From an optimization exercise on the open Yosys and OpenROAD flow, aimed at small area, a short achievable clock period and few clock cycles per item; shortcuts taken in it are not production practice. RTL that was checked went through simulation tests only; none was proved equivalent to the original. The flow treats the clock pin as an ideal source. Dropping or thinning the clock tree relies on that and would not hold on a real chip. Power is estimated from default activity; no workload was simulated.

==> module heichips25_systolicArray, before the edit <==
module heichips25_systolicArray #(
    parameter BITWIDTH = 4,
    parameter OUTWIDTH = 2*BITWIDTH
)(
    input                           clk,
    input                           reset,
    input        [BITWIDTH -1:0]    data_in,
    input                           load_weights,
    input                           load_inputs,
    input                           store_outputs,
    output logic [OUTWIDTH -1:0]    results,
    output logic                    valid_out
);
    logic [3:0]  wr [0:3][0:3];    
    logic [3:0]  x  [0:3][0:3];    
    logic [3:0]  cnt;        
    logic [1:0]  ph;         
    logic [3:0]  io;         
    logic [1:0]  jc;         
    logic [3:0]  wp;         
    logic        mid_r;      
    logic [1:0]  t1, t2;     
    logic        st1, st2;   
    logic [63:0] r1;         
    logic [15:0] r2;         
    logic [7:0]  c0, c1;     
    always @(posedge clk) begin
        for (int k = 0; k < 4; k++) begin
            wr[k][0] <= (load_weights && cnt[3:2] == k) ? data_in : wr[k][3];
            for (int p = 1; p < 4; p++) wr[k][p] <= wr[k][p-1];
        end
    end
    always @(posedge clk) begin
        for (int r = 0; r < 4; r++) begin
            if (load_inputs && cnt[3:2] == r) begin
                x[r][0] <= data_in;
                for (int k = 1; k < 4; k++) x[r][k] <= x[r][k-1];
            end
        end
    end
    wire       mid_n = load_inputs && cnt >= 4 && cnt <= 14;   
    wire [1:0] pa = ph + 2'd1 - {1'b0, cnt[0]};   
    wire [1:0] pb = cnt[1:0] - 2'd2;              
    wire [1:0] pc = ph - 2'd1;                    
    logic [3:0] wp_n;
    always_comb begin
        for (int p = 0; p < 4; p++) begin
            if (mid_n)              wp_n[p] = pa == p;
            else if (store_outputs) wp_n[p] = wp[p];
            else if (load_weights)  wp_n[p] = pb == p;
            else                    wp_n[p] = pc == p;
        end
    end
    always @(posedge clk) begin
        cnt       <= reset ? 4'd0 : (load_weights || load_inputs) ? cnt + 4'd1 : cnt;
        valid_out <= !reset && load_inputs && cnt == 15;
        ph        <= load_weights ? cnt[1:0] : ph + 2'd1;
        mid_r     <= mid_n;
        if (mid_n)              jc <= {1'b0, cnt[0]};
        else if (store_outputs) jc <= jc + 2'd1;
        else                    jc <= 2'd2;
        wp        <= wp_n;
        if (mid_n || !store_outputs) io <= 4'b0001;
        else if (jc == 3)            io <= {io[2:0], io[3]};
        t1        <= {mid_r && jc[0], mid_r && !jc[0]};
        t2        <= t1;
        st1       <= store_outputs;
        st2       <= st1;
    end
    logic [3:0] a [0:3];
    logic [3:0] b [0:3];
    always_comb begin
        for (int k = 0; k < 4; k++) begin
            a[k] = ({4{io[0]}} & x[0][3-k]) | ({4{io[1]}} & x[1][3-k])
                 | ({4{io[2]}} & x[2][3-k]) | ({4{io[3]}} & x[3][3-k]);
            b[k] = ({4{wp[0]}} & wr[k][0]) | ({4{wp[1]}} & wr[k][1])
                 | ({4{wp[2]}} & wr[k][2]) | ({4{wp[3]}} & wr[k][3]);
        end
    end
    wire [63:0] r1_n;
    dot4_l1 l1 (
        .a0(a[0]), .a1(a[1]), .a2(a[2]), .a3(a[3]),
        .b0(b[0]), .b1(b[1]), .b2(b[2]), .b3(b[3]),
        .r(r1_n)
    );
    wire [15:0] r2_n;
    dot4_l23 l23 (.r(r1), .s(r2_n));
    wire [7:0] sum = r2[7:0] + r2[15:8];
    always @(posedge clk) begin
        r1 <= r1_n;
        r2 <= r2_n;
        if (t2[0]) c0 <= sum;
        if (t2[1]) c1 <= sum;
        results <= !st1 ? c0 : !st2 ? c1 : sum;
    end
endmodule
clock: 6.5 ns
lec_check: 0
cap_margin: 20
core_margin: 2
core_utilization: 60
cts_cluster_diameter: 120
cts_cluster_size: 28
setup_slack_margin: 4.27
slew_margin: 20
run.sh (not shown) runs the stock make flow with config.mk's settings and CLKGATE_MAP_FILE= SYNTH_SCRIPT=/design/flow/synth_recipe.tcl, a recipe that flattens the netlist after the stock synthesis.
The first run completed without violations.
Rerun with:
--- a/flow/design.v
+++ b/flow/design.v
@@ -440,29 +440,23 @@
             end
         end
     end
     wire       mid_n = load_inputs && cnt >= 4 && cnt <= 14;   
-    wire [1:0] pa = ph + 2'd1 - {1'b0, cnt[0]};   
-    wire [1:0] pb = cnt[1:0] - 2'd2;              
-    wire [1:0] pc = ph - 2'd1;                    
-    logic [3:0] wp_n;
+    wire [1:0] ph_n  = load_weights ? cnt[1:0] : ph + 2'd1;
+    logic [1:0] jc_n;
     always_comb begin
-        for (int p = 0; p < 4; p++) begin
-            if (mid_n)              wp_n[p] = pa == p;
-            else if (store_outputs) wp_n[p] = wp[p];
-            else if (load_weights)  wp_n[p] = pb == p;
-            else                    wp_n[p] = pc == p;
-        end
+        if (mid_n)              jc_n = {1'b0, cnt[0]};
+        else if (store_outputs) jc_n = jc + 2'd1;
+        else                    jc_n = 2'd2;
     end
+    wire [1:0] wp_n = ph_n - jc_n;
     always @(posedge clk) begin
         cnt       <= reset ? 4'd0 : (load_weights || load_inputs) ? cnt + 4'd1 : cnt;
         valid_out <= !reset && load_inputs && cnt == 15;
-        ph        <= load_weights ? cnt[1:0] : ph + 2'd1;
+        ph        <= ph_n;
         mid_r     <= mid_n;
-        if (mid_n)              jc <= {1'b0, cnt[0]};
-        else if (store_outputs) jc <= jc + 2'd1;
-        else                    jc <= 2'd2;
-        wp        <= wp_n;
+        jc        <= jc_n;
+        for (int p = 0; p < 4; p++) wp[p] <= wp_n == p;
         if (mid_n || !store_outputs) io <= 4'b0001;
         else if (jc == 3)            io <= {io[2:0], io[3]};
         t1        <= {mid_r && jc[0], mid_r && !jc[0]};
         t2        <= t1;
What happened: Wire length rises by 2.4%; worst setup slack gains 0.0065 ns; core utilization falls by 1.1 points; final area falls by 1.3%; power rises by 1.2%; critical path depth rises by 7; maximum frequency hardly moves; via count falls by 0.38%; final cell count falls by 0.70%; clock skew falls by 0.0044 ns; worst hold slack loses 0.0087 ns; flip-flop and latch count stays the same; clock power falls by about 2%.
Testbench counts after the change, summed over its fixed seeds: cycles 9,216, jobs 192.
The RTL of the first run of this note was laid out without a check of its function.

heichips25_systolicArray, a different RTL version from the one above (not shown whole).
For scale: ~660 cells after synthesis, about 220 flip-flops, about 18 I/O pins.
==> flow/design.v (excerpt) <==
module heichips25_systolicArray #(
    parameter BITWIDTH = 4,
    parameter OUTWIDTH = 2*BITWIDTH
)(
    input                           clk,
    input                           reset,
    input        [BITWIDTH -1:0]    data_in,
    input                           load_weights,
    input                           load_inputs,
    input                           store_outputs,
    output logic [OUTWIDTH -1:0]    results,
    output logic                    valid_out
);
==> module heichips25_systolicArray, before the edit <==
module heichips25_systolicArray #(
    parameter BITWIDTH = 4,
    parameter OUTWIDTH = 2*BITWIDTH
)(
    input                           clk,
    input                           reset,
    input        [BITWIDTH -1:0]    data_in,
    input                           load_weights,
    input                           load_inputs,
    input                           store_outputs,
    output logic [OUTWIDTH -1:0]    results,
    output logic                    valid_out
);
    logic [3:0]  wr [0:3][0:3];    
    logic [3:0]  x  [0:3][0:3];    
    logic [3:0]  cnt;        
    logic [1:0]  ph;         
    logic [3:0]  io;         
    logic [1:0]  jc;         
    logic [3:0]  wp;         
    logic        mid_r;      
    logic [1:0]  t1, t2;     
    logic        st1, st2;   
    logic [63:0] r1;         
    logic [15:0] r2;         
    logic [7:0]  c0, c1;     
    always @(posedge clk) begin
        for (int k = 0; k < 4; k++) begin
            wr[k][0] <= (load_weights && cnt[3:2] == k) ? data_in : wr[k][3];
            for (int p = 1; p < 4; p++) wr[k][p] <= wr[k][p-1];
        end
    end
    always @(posedge clk) begin
        for (int r = 0; r < 4; r++) begin
            if (load_inputs && cnt[3:2] == r) begin
                x[r][0] <= data_in;
                for (int k = 1; k < 4; k++) x[r][k] <= x[r][k-1];
            end
        end
    end
    wire       mid_n = load_inputs && cnt >= 4 && cnt <= 14;   
    wire [1:0] pa = ph + 2'd1 - {1'b0, cnt[0]};   
    wire [1:0] pb = cnt[1:0] - 2'd2;              
    wire [1:0] pc = ph - 2'd1;                    
    wire [1:0] pd = ph - jc;                      
    logic [3:0] wp_n;
    always_comb begin
        for (int p = 0; p < 4; p++) begin
            if (mid_n)              wp_n[p] = pa == p;
            else if (store_outputs) wp_n[p] = pd == p;
            else if (load_weights)  wp_n[p] = pb == p;
            else                    wp_n[p] = pc == p;
        end
    end
    always @(posedge clk) begin
        cnt       <= reset ? 4'd0 : (load_weights || load_inputs) ? cnt + 4'd1 : cnt;
        valid_out <= !reset && load_inputs && cnt == 15;
        ph        <= load_weights ? cnt[1:0] : ph + 2'd1;
        mid_r     <= mid_n;
        if (mid_n)              jc <= {1'b0, cnt[0]};
        else if (store_outputs) jc <= jc + 2'd1;
        else                    jc <= 2'd2;
        wp        <= wp_n;
        if (mid_n || !store_outputs) io <= 4'b0001;
        else if (jc == 3)            io <= {io[2:0], io[3]};
        t1        <= {mid_r && jc[0], mid_r && !jc[0]};
        t2        <= t1;
        st1       <= store_outputs;
        st2       <= st1;
    end
    logic [3:0] a [0:3];
    logic [3:0] b [0:3];
    always_comb begin
        for (int k = 0; k < 4; k++) begin
            a[k] = ({4{io[0]}} & x[0][3-k]) | ({4{io[1]}} & x[1][3-k])
                 | ({4{io[2]}} & x[2][3-k]) | ({4{io[3]}} & x[3][3-k]);
            b[k] = ({4{wp[0]}} & wr[k][0]) | ({4{wp[1]}} & wr[k][1])
                 | ({4{wp[2]}} & wr[k][2]) | ({4{wp[3]}} & wr[k][3]);
        end
    end
    wire [63:0] r1_n;
    dot4_l1 l1 (
        .a0(a[0]), .a1(a[1]), .a2(a[2]), .a3(a[3]),
        .b0(b[0]), .b1(b[1]), .b2(b[2]), .b3(b[3]),
        .r(r1_n)
    );
    wire [15:0] r2_n;
    dot4_l23 l23 (.r(r1), .s(r2_n));
    wire [7:0] sum = r2[7:0] + r2[15:8];
    always @(posedge clk) begin
        r1 <= r1_n;
        r2 <= r2_n;
        if (t2[0]) c0 <= sum;
        if (t2[1]) c1 <= sum;
        results <= !st1 ? c0 : !st2 ? c1 : sum;
    end
endmodule
clock: 6.5 ns
lec_check: 0
cap_margin: 20
core_margin: 2
core_utilization: 60
cts_cluster_diameter: 120
cts_cluster_size: 28
setup_slack_margin: 4.4
slew_margin: 20
standard.sh (not shown) runs the stock make flow with config.mk's settings and CLKGATE_MAP_FILE= SYNTH_SCRIPT=/design/flow/synth_recipe.tcl, a recipe that flattens the netlist after the stock synthesis.
==> flow/flow/run.sh <==
#!/bin/bash
# Layout flow: the standard flow (standard.sh), with one change to clock
# tree synthesis (pre_cts.tcl): the clock tree is built by TritonCTS as usual,
# then its middle level of buffers is removed so that the root buffer drives
# the leaf buffers directly. The tree stays balanced; it has one buffer less
# between the clock port and every register. Its buffers are then made
# inverters of the same drive (two inversions between the port and every
# register). The ports are buffered with buf_2 rather than the slow delay
# buffer that buffer_ports picks by default.
set -euo pipefail
work=$(pwd)
export PRE_CTS_TCL="$work/flow/pre_cts.tcl"
export BUFFER_PORTS_ARGS="-buffer_cell sky130_fd_sc_hd__buf_2"
bash standard.sh > "$work/flow_standard.log" 2>&1 || { tail -50 "$work/flow_standard.log"; exit 1; }
tail -5 "$work/flow_standard.log"
Other scripts of this flow, unchanged in this note and not shown: flow/flow/pre_cts.tcl
The starting point completed with no timing, DRC or antenna violations.
Testbench counts at the start, summed over its fixed seeds: cycles 9,216, jobs 192.
Change:
--- a/flow/design.v
+++ b/flow/design.v
@@ -420,13 +420,13 @@
     logic [3:0]  io;         
     logic [1:0]  jc;         
     logic [3:0]  wp;         
     logic        mid_r;      
-    logic [1:0]  t1, t2;     
+    logic        m2, m3;     
     logic        st1, st2;   
     logic [63:0] r1;         
     logic [15:0] r2;         
-    logic [7:0]  c0, c1;     
+    logic [7:0]  ca, cb;     
     always @(posedge clk) begin
         for (int k = 0; k < 4; k++) begin
             wr[k][0] <= (load_weights && cnt[3:2] == k) ? data_in : wr[k][3];
             for (int p = 1; p < 4; p++) wr[k][p] <= wr[k][p-1];
@@ -440,9 +440,10 @@
             end
         end
     end
     wire       mid_n = load_inputs && cnt >= 4 && cnt <= 14;   
-    wire [1:0] pa = ph + 2'd1 - {1'b0, cnt[0]};   
+    wire [1:0] ph1 = ph + 2'd1;
+    wire [1:0] pa = ph1 - {1'b0, ph1[0]};         
     wire [1:0] pb = cnt[1:0] - 2'd2;              
     wire [1:0] pc = ph - 2'd1;                    
     wire [1:0] pd = ph - jc;                      
     logic [3:0] wp_n;
@@ -458,16 +459,16 @@
         cnt       <= reset ? 4'd0 : (load_weights || load_inputs) ? cnt + 4'd1 : cnt;
         valid_out <= !reset && load_inputs && cnt == 15;
         ph        <= load_weights ? cnt[1:0] : ph + 2'd1;
         mid_r     <= mid_n;
-        if (mid_n)              jc <= {1'b0, cnt[0]};
+        if (mid_n)              jc <= {1'b0, ph1[0]};
         else if (store_outputs) jc <= jc + 2'd1;
         else                    jc <= 2'd2;
         wp        <= wp_n;
         if (mid_n || !store_outputs) io <= 4'b0001;
         else if (jc == 3)            io <= {io[2:0], io[3]};
-        t1        <= {mid_r && jc[0], mid_r && !jc[0]};
-        t2        <= t1;
+        m2        <= mid_r;
+        m3        <= m2;
         st1       <= store_outputs;
         st2       <= st1;
     end
     logic [3:0] a [0:3];
@@ -491,9 +492,9 @@
     wire [7:0] sum = r2[7:0] + r2[15:8];
     always @(posedge clk) begin
         r1 <= r1_n;
         r2 <= r2_n;
-        if (t2[0]) c0 <= sum;
-        if (t2[1]) c1 <= sum;
-        results <= !st1 ? c0 : !st2 ? c1 : sum;
+        ca <= m3 ? sum : cb;
+        cb <= ca;
+        results <= (!st1 || !st2) ? ((ph[0] ^ st1) ? ca : cb) : sum;
     end
 endmodule
Outcome: Final area decreases by 0.57%. Global-route usage climbs by 0.21 points. Routed wire length went down by 1.1%. Cell count went up by 1.9%. Worst setup slack is worse by 0.0069 ns. First-iteration DRC count shrinks by 11%. Core utilization falls by 0.12 points. Die area drops by 0.71%. Synthesized cell count rises by 2.4%.
Testbench counts after the change, summed over its fixed seeds: cycles 9,216, jobs 192.
In every run of this note, the design's own scripts or RTL, not TritonCTS, make the clock network.

==> port drivers added, routing unchanged <==
Ports are ideal in the flow. The routed layouts listed here were re-timed in OpenROAD.
Step 1, drivers: a clkbuf_16 drives clk and a buf_2 each remaining input, both assumed.
Step 2 times the ports against the registers' clock, not the clock port: input delays grow and output delays shrink by t, the midpoint of the rising clock arrivals with the driver on.
a / b / c = ideal / step 1 / step 2; a / b = the first two.
| run | t, ns | slack for setup (ns) | latest minus earliest clock arrival (ns) | worst register clock-pin slew, ns |
|---|---|---|---|---|
| the first run of note 1 | 0.502 | 4.268 / 4.225 / 3.806 | 0.017 / 0.017 | 0.11 / 0.11 |
| the second run of note 1 | 0.492 | 4.275 / 4.251 / 3.779 | 0.013 / 0.014 | 0.11 / 0.11 |
| the first run of note 2 | 0.391 | 4.434 / 4.366 / 4.098 | 0.011 / 0.011 | 0.09 / 0.09 |
| the second run of note 2 | 0.395 | 4.427 / 4.367 / 4.135 | 0.014 / 0.013 | 0.09 / 0.09 |
After both steps every run listed still meets setup and hold. For the second run of note 1, which loses most, drivers alone change the setup slack by -0.024 ns; drivers and shift together by -0.496 ns.
